From an optimization exercise on the open Yosys and OpenROAD flow, aimed at small area, a short achievable clock period and few clock cycles per item; shortcuts taken in it are not production practice. Function was checked by simulation only, so behaviour that the tests miss may differ from the original. Power and IR drop assume default switching activity.

$ cat flow/design.v
module qr_decomp #(parameter DATA_WIDTH=16, ADDR_WIDTH=4)(
input [DATA_WIDTH-1:0] A,
input clk,reset, start,
output a_ready,    
output q_valid,    
output done,       
output [DATA_WIDTH-1:0] q1out,
output [DATA_WIDTH-1:0] q2out,
output  [DATA_WIDTH-1:0] q3out
    );
  reg        run, ar, qv, dn;
  reg  [4:0] cnt;
  assign a_ready = ar;
  assign q_valid = qv;
  assign done    = dn;
  always @(posedge clk) begin
    if (reset) begin
      run <= 1'b0; ar <= 1'b0; qv <= 1'b0; dn <= 1'b0; cnt <= 5'd0;
    end else begin
      if (!run && !dn) begin
        if (start) begin run <= 1'b1; ar <= 1'b1; cnt <= 5'd1; end
      end else if (run) begin
        cnt <= cnt + 5'd1;
        if (cnt == 5'd9) ar <= 1'b0;
        qv <= (cnt == 5'd6) | (cnt == 5'd19) | (cnt == 5'd20);
        if (cnt == 5'd20) begin run <= 1'b0; dn <= 1'b1; end
      end else
        qv <= 1'b0;
    end
  end
  reg [15:0] X0, X1, X2;         
  reg [7:0]  A0, A1, A2;         
  reg [7:0]  B0, B1, B2;         
  reg [23:0] ACC0, ACC1, ACC2;   
  reg [15:0] DOT;
  reg [23:0] TR;
  reg [7:0]  H;                  
  reg        Z;                  
  reg [15:0] O0, O1, O2;
  assign q1out = O0;
  assign q2out = O1;
  assign q3out = O2;
  wire [15:0] s = ACC0[15:0];
  reg  [7:0]  hf;
  always @* begin
    if      (s >= 16'd211) hf = 8'd8;
    else if (s >= 16'd157) hf = 8'd9;
    else if (s >= 16'd133) hf = 8'd10;
    else if (s >= 16'd111) hf = 8'd11;
    else if (s >= 16'd91)  hf = 8'd12;
    else if (s >= 16'd73)  hf = 8'd14;
    else if (s >= 16'd57)  hf = 8'd16;
    else if (s >= 16'd43)  hf = 8'd18;
    else if (s >= 16'd31)  hf = 8'd21;
    else if (s >= 16'd21)  hf = 8'd25;
    else if (s >= 16'd13)  hf = 8'd32;
    else if (s >= 16'd7)   hf = 8'd42;
    else if (s >= 16'd3)   hf = 8'd64;
    else                   hf = 8'd128;
  end
  wire [7:0] m2c0 = A0 - ACC0[23:16] - {7'd0, |ACC0[15:8]};
  wire [7:0] m2c1 = A1 - ACC1[23:16] - {7'd0, |ACC1[15:8]};
  wire [7:0] m2c2 = A2 - ACC2[23:16] - {7'd0, |ACC2[15:8]};
  wire [15:0] m3c0 = {B0, 8'd0} - ACC0[23:8];
  wire [15:0] m3c1 = {B1, 8'd0} - ACC1[23:8];
  wire [15:0] m3c2 = {B2, 8'd0} - ACC2[23:8];
  reg [7:0]  a0, a1, a2;
  reg [23:0] b0, b1, b2;
  reg        acc;
  always @* begin
    a0 = 8'd0; a1 = 8'd0; a2 = 8'd0;
    b0 = 24'd0; b1 = 24'd0; b2 = 24'd0;
    acc = 1'b0;
    case (cnt)
      5'd2, 5'd3, 5'd4: begin    
        a0 = X2[7:0]; b0 = {8'd0, X2[14:8], 1'b0, X2[7:0]}; acc = (cnt != 5'd2);
      end
      5'd6: begin a0 = H; a1 = H; a2 = H; b0 = {8'd0, X0}; b1 = {8'd0, X1}; b2 = {8'd0, X2}; end
      5'd7: begin a0 = A0; a1 = A1; a2 = A2; b0 = {8'd0, X0}; b1 = {8'd0, X1}; b2 = {8'd0, X2}; end
      5'd8, 5'd12: begin a0 = DOT[7:0]; a1 = DOT[7:0]; a2 = DOT[7:0];
                   b0 = {8'd0, X0}; b1 = {8'd0, X1}; b2 = {8'd0, X2}; end
      5'd9, 5'd13: begin a0 = DOT[15:8]; a1 = DOT[15:8]; a2 = DOT[15:8];
                   b0 = {X0, 8'd0}; b1 = {X1, 8'd0}; b2 = {X2, 8'd0}; acc = 1'b1; end
      5'd10: begin a0 = m2c0; a1 = m2c1; a2 = m2c2; b0 = {16'd0, m2c0}; b1 = {16'd0, m2c1}; b2 = {16'd0, m2c2}; end
      5'd11: begin a0 = B0; a1 = B1; a2 = B2; b0 = {8'd0, X0}; b1 = {8'd0, X1}; b2 = {8'd0, X2}; end
      5'd14: begin a0 = A0; a1 = A1; a2 = A2; b0 = {8'd0, m3c0}; b1 = {8'd0, m3c1}; b2 = {8'd0, m3c2}; end
      5'd15: begin a0 = H; b0 = TR; end
      5'd16: begin a0 = H; b0 = {8'd0, DOT}; end
      5'd17: begin a0 = A0; a1 = A1; a2 = A2; b0 = TR; b1 = TR; b2 = TR; end
      5'd18: begin a0 = B0; a1 = B1; a2 = B2; b0 = {16'd0, B0}; b1 = {16'd0, B1}; b2 = {16'd0, B2}; end
      5'd19: begin a0 = H; a1 = H; a2 = H; b0 = {16'd0, A0}; b1 = {16'd0, A1}; b2 = {16'd0, A2}; end
      5'd20: begin a0 = H; a1 = H; a2 = H; b0 = {16'd0, B0}; b1 = {16'd0, B1}; b2 = {16'd0, B2}; end
      default: ;
    endcase
  end
  wire [23:0] p0 = a0 * b0;
  wire [23:0] p1 = a1 * b1;
  wire [23:0] p2 = a2 * b2;
  wire [23:0] r0 = p0 + (acc ? ACC0 : 24'd0);
  wire [23:0] r1 = p1 + (acc ? ACC1 : 24'd0);
  wire [23:0] r2 = p2 + (acc ? ACC2 : 24'd0);
  wire [23:0] sum = p0 + p1 + p2;
  wire [15:0] zq0 = {X0[0], 15'd0} - {X0[14:0], 1'b0};
  wire [15:0] zq1 = {X1[0], 15'd0} - {X1[14:0], 1'b0};
  wire [15:0] zq2 = {X2[0], 15'd0} - {X2[14:0], 1'b0};
  wire [15:0] q0 = Z ? zq0 : {p0[14:0], 1'b0};
  wire [15:0] q1 = Z ? zq1 : {p1[14:0], 1'b0};
  wire [15:0] q2 = Z ? zq2 : {p2[14:0], 1'b0};
  always @(posedge clk) begin
    if (ar) begin
      if (cnt <= 5'd3) begin X2 <= A; X1 <= X2; X0 <= X1; end
      else if (cnt <= 5'd6) begin A2 <= A[7:0]; A1 <= A2; A0 <= A1; end
      else begin B2 <= A[7:0]; B1 <= B2; B0 <= B1; end
    end
    case (cnt)
      5'd2, 5'd3, 5'd4, 5'd8, 5'd9, 5'd12, 5'd13: begin ACC0 <= r0; ACC1 <= r1; ACC2 <= r2; end
      5'd5, 5'd11, 5'd19: begin H <= hf; Z <= (s == 16'd0); end
      default: ;
    endcase
    case (cnt)
      5'd6: begin X0 <= q0; X1 <= q1; X2 <= q2; O0 <= q0; O1 <= q1; O2 <= q2; end
      5'd7, 5'd11: DOT <= sum[15:0];
      5'd10: begin A0 <= m2c0; A1 <= m2c1; A2 <= m2c2; ACC0 <= {8'd0, sum[15:0]}; end
      5'd14: begin TR <= sum; ACC0 <= {8'd0, m3c0}; ACC1 <= {8'd0, m3c1}; ACC2 <= {8'd0, m3c2}; end
      5'd15: DOT <= p0[22:7];
      5'd16: TR <= {p0[22:0], 1'b0};
      5'd17: begin B0 <= ACC0[15:8] - p0[23:16] - {7'd0, ACC0[7:0] < p0[15:8]};
                   B1 <= ACC1[15:8] - p1[23:16] - {7'd0, ACC1[7:0] < p1[15:8]};
                   B2 <= ACC2[15:8] - p2[23:16] - {7'd0, ACC2[7:0] < p2[15:8]}; end
      5'd18: ACC0 <= {8'd0, sum[15:0]};
      5'd19, 5'd20: begin O0 <= {p0[14:0], 1'b0}; O1 <= {p1[14:0], 1'b0}; O2 <= {p2[14:0], 1'b0}; end
      default: ;
    endcase
  end
endmodule
$ cat flow/run.sh
#!/bin/bash
# synth_recipe.tcl (not shown) runs the flow's synth.tcl, then flattens the netlist and writes it again
# the make line also repeats each setting of config.mk as NAME=value (left out here)
make -C /OpenROAD-flow-scripts/flow DESIGN_CONFIG=/design/flow/config.mk WORK_HOME=/design/flow/orfs CLKGATE_MAP_FILE= SYNTH_SCRIPT=/design/flow/synth_recipe.tcl finish
$ cat flow/config.mk
export PLATFORM = sky130hd
export DESIGN_NAME = qr_decomp
export DESIGN_NICKNAME = qr_decomp
export VERILOG_FILES = /design/flow/design.v
export SDC_FILE = /design/flow/constraint.sdc
export NUM_CORES = 4
export LEC_CHECK = 0
export CAP_MARGIN = 20
export CORE_MARGIN = 2
export CORE_UTILIZATION = 40
export SLEW_MARGIN = 20
$ cat flow/constraint.sdc
create_clock -name core_clock -period 13.0 [get_ports {clk}]
set_input_delay 2.6000 -clock core_clock [delete_from_list [all_inputs] [get_ports {clk}]]
set_output_delay 2.6000 -clock core_clock [all_outputs]
set_load 0.01 [all_outputs]
==> flow_summary_export.csv <==
group,metric,value,unit
place,gp_congestion,1.11,
run_status,run_status,"no timing/DRC/antenna violations",
layout,layout-drive-gt1-share,7.47,%
die,ios,70,
global_route,grt_pass1_vias,32378,
power_and_ir_drop,ir_drop,0.0722,mV
cts,numCtsBuffers,38,
routing,drc_errors,0,
routing,drt_pass1_iterations,8,
hold_path,worstHoldPathCells,2,
cts,clkTransAtPathRegs,0.06,ns
sta,maxSlewHeadroom,18.4,%
critical_path,critPathLaunchType,"flip-flop",
global_route,grt_max_degree,91,
sta,skew,0.0315,ns
routing,routed_wl,155000,um
critical_path,slowest_stage,"and3_1",
cts,clock_latency,0.61,ns
hold_path,hold_path.class,"flip-flop to flip-flop",
logic_synthesis,ys_types,100,
logic_synthesis,async_reset_ff_share,0,%
sta,hold_viol_final,0,
die,core,93200,sq um
die,rows,112,
critical_path,critPathCaptureType,"flip-flop",
layout,fillers,9141,
logic_synthesis,synth_edf_count,246,
die,dieArea,96300,sq um
layout,area_growth,10.1,%
sta,setup_viol,0,
critical_path,worstReg2RegEnd,"B0[6]",
sta,clock.fmax,0.0811,GHz
power_and_ir_drop,powerDensity,60.4,nW/um^2
cts,htreeDepth,2,
critical_path,critPathArrivalTime,12.64,ns
global_route,grt.overflow.total,0,
logic_synthesis,netlist_area,37500,sq um
cts,clock_path_buffers,3,
logic_synthesis,ys_seq_area_share,21.0,%
layout,final_nets,5071,
sta,slew_violations,0,
global_route,antenna_found_initial,10,
cts,cts_root_buf,"clkbuf_16",
hold_path,hold_end,"ACC2[17]",
routing,ant_nets,0,
global_route,grt_use_total,32.3,%
logic_synthesis,synth_area_per_cell,8.63,sq um
routing,drtIter0Drc,4266,
power_and_ir_drop,leakage,17.8,nW
sta,finalSetupTns,0,ns
critical_path,cp.required,13.32,ns
flow_run,max-cap-violations,0,
critical_path,timing.rr.start,"ACC0[13]",
die,start_util,40.3,%
logic_synthesis,synth_cells,4351,
sta,rsz0062_at_grt,"no",
sta,holdWs,0.471,ns
global_route,grt_pass1_wl,224000,um
logic_synthesis,ys_warn_count,1,
routing,wl_per_cell,27.4,um
die,fp.dieW,310,um
routing,viasPerCell,5.92,
critical_path,rr_worst_depth,49,
sta,fin_crit,12.32,ns
sta,fin_crit_sh,94.8,%
routing,via_count,33591,
critical_path,cp_max_fo,11,
die,die_h,310,um
hold_path,hold_start,"ACC2[17]",
critical_path,r2r_slack,0.68,ns
place,port_buffers,66,
critical_path,max_stage_delay,0.57,ns
cts,cts_setup_buffers,0,
logic_synthesis,synthFlopType,"edfxtp_1",
place,post-dp-hpwl,125000,um
cts,clock_sinks,271,
critical_path,critPathKind,"flip-flop to flip-flop",
logic_synthesis,synth_seq_cells,271,
cts,tritoncts,"built",
critical_path,crit_top_cell,"fa_1",
sta,worst_pin_slew,1.22,ns
## cell usage in the layout, fill, tap and decap left out, types with 19 or more instances in the layout
| master | synthesis | routed |
|---|---|---|
| nand4_1 | 19 | 19 |
| nor2b_1 | 28 | 28 |
| mux2i_1 | 29 | 29 |
| inv_1 | 510 | 510 |
| ha_1 | 301 | 301 |
| nand2b_1 | 68 | 68 |
| clkdlybuf4s50_1 | 0 | 66 |
| a21o_1 | 63 | 62 |
| edfxtp_1 | 246 | 246 |
| buf_4 | 6 | 114 |
| o21a_1 | 28 | 28 |
| a211oi_1 | 32 | 28 |
| dfxtp_1 | 25 | 25 |
| fa_1 | 361 | 361 |
| and2_1 | 80 | 80 |
| a221oi_1 | 23 | 23 |
| xnor2_1 | 205 | 203 |
| nand3_1 | 43 | 42 |
| a21oi_1 | 217 | 216 |
| xor2_1 | 89 | 89 |
| nand2_1 | 503 | 502 |
| a22oi_1 | 41 | 41 |
| a31oi_1 | 21 | 21 |
| nor2_1 | 487 | 485 |
| o21bai_1 | 42 | 42 |
| a222oi_1 | 32 | 32 |
| nor3_1 | 57 | 55 |
| and4_1 | 23 | 23 |
| and3_1 | 34 | 32 |
| o21ai_0 | 233 | 231 |
| clkbuf_16 | 0 | 38 |
| or2_2 | 79 | 79 |
## worst max-delay path: cells and delay by family (launching register included)
kind | cells | cell delay, ns
compound gates | 14 | 1.97
flops | 1 | 0.47
simple gates | 11 | 2.89
buf+inv | 8 | 0.99
xor+xnor | 2 | 0.25
fa+ha+maj | 14 | 5.42
## final cells by class
type	count	area (sq um)	share of cell area, %
antenna	4	10.0	0.0242
clock buffer	42	966	2.34
clock inverter	28	322	0.778
inverter	514	1930	4.67
multi-input combinational	3384	27100	65.6
sequential	271	7890	19.1
tap	1254	1570	3.80
timing repair buffer	181	1540	3.72
## worst max-delay path by stage
stage                     startpoint  endpoint  slack [ns]  cells past startpoint
final                       ACC0[13]     B0[6]        0.68                     49
after global routing        ACC0[13]     B0[6]        0.02                     48
after CTS                   ACC0[13]     B0[6]        0.82                     49
after detailed placement     ACC2[8]     B2[7]        0.87                     54
after global placement       ACC2[9]     B2[7]        0.89                     54
after floorplan             ACC0[13]     B0[6]        1.78                     48
## sequential cells by signal, indices dropped and copies added, names as in the netlist, 16 cells and up
register and cells:
ACC1 24, TR 24, X2 16, X0 16, ACC2 24, DOT 16
X1 16, ACC0 24
## stage by stage
stage               cell area [sq um]  util [%]  std cells  setup WS (ns)  total power [mW]
floorplan                       37600         -       4353           1.78              1.24
global placement                40000      42.9       5604          0.892              1.37
detailed placement              40000      42.9       5604          0.870              1.37
CTS                             41300      44.3       5674          0.821              2.48
global route                    41300      44.3       5674         0.0186              2.55
finish                          41300      44.3       5678          0.676              2.50
## logic make-up after synthesis
| kind of cell | Yosys count | synth area share, % |
|---|---|---|
| compound gates | 874 | 15.3 |
| xor+xnor | 304 | 7.41 |
| fa+ha+maj | 670 | 29.5 |
| buf+inv | 698 | 7.19 |
| flops | 271 | 21.0 |
| mux | 41 | 1.13 |
| other cells | 1 | 0.00999 |
| simple gates | 1492 | 18.4 |
## power breakdown
group	leakage [nW]	switching (mW)	internal, mW
clock network	0.614	0.481	0.645
logic	14.7	0.215	0.130
registers	2.51	0.0514	0.974
total	17.8	0.747	1.75
## cells in the mapped netlist, types with 57 or more instances
library cell / n / area (sq um)
fa_1: 361 / 7230
inv_1: 510 / 1910
nand2_1: 503 / 1890
xor2_1: 89 / 780
o21ai_0: 233 / 1170
a21oi_1: 217 / 1090
a21o_1: 63 / 473
edfxtp_1: 246 / 7390
or2_2: 79 / 494
xnor2_1: 205 / 1800
nand2b_1: 68 / 425
nor2_1: 487 / 1830
clkbuf_1: 138 / 518
ha_1: 301 / 3770
and2_1: 80 / 500
nor3_1: 57 / 285
## repair_timing
item	4_1_cts	5_1_grt
resized for setup	0	1
hold buffers	0	0
endpoints found under the setup margin	0	2
## layer usage
metal / global-route usage (%) / wire (um) / up-vias
met2: 49.3 / 66900 / 1859
met3: 7.83 / 15900 / 452
li1: - / - / 14794
met1: 41.5 / 61400 / 16476
met5: 0 / 66 / -
met4: 18.7 / 11100 / 10
Testbench counts, summed over its fixed seeds: cycles 1,840, matrices 80.

==> re-timing with driven ports <==
The flow's constraints put no driver on any port. The routed layout listed below was extracted and timed again, unchanged, in two steps. Step 1, drivers: a clkbuf_16 drives clk and a buf_2 each remaining input, both assumed. Step 2 also shifts input and output timing later by t, the mid clock arrival at the registers, as if the neighbouring blocks saw the same clock. Slacks: no drivers / after step 1 / after step 2; pairs: no drivers / after step 1.
t, ns: 0.669
setup slack, ns: 0.676 / 0.676 / 0.676
clock arrival spread, ns: 0.032 / 0.032
After both steps this run still meets setup and hold. The setup slack of this run moves by 0.000 ns with the drivers and by 0.000 ns with both steps.
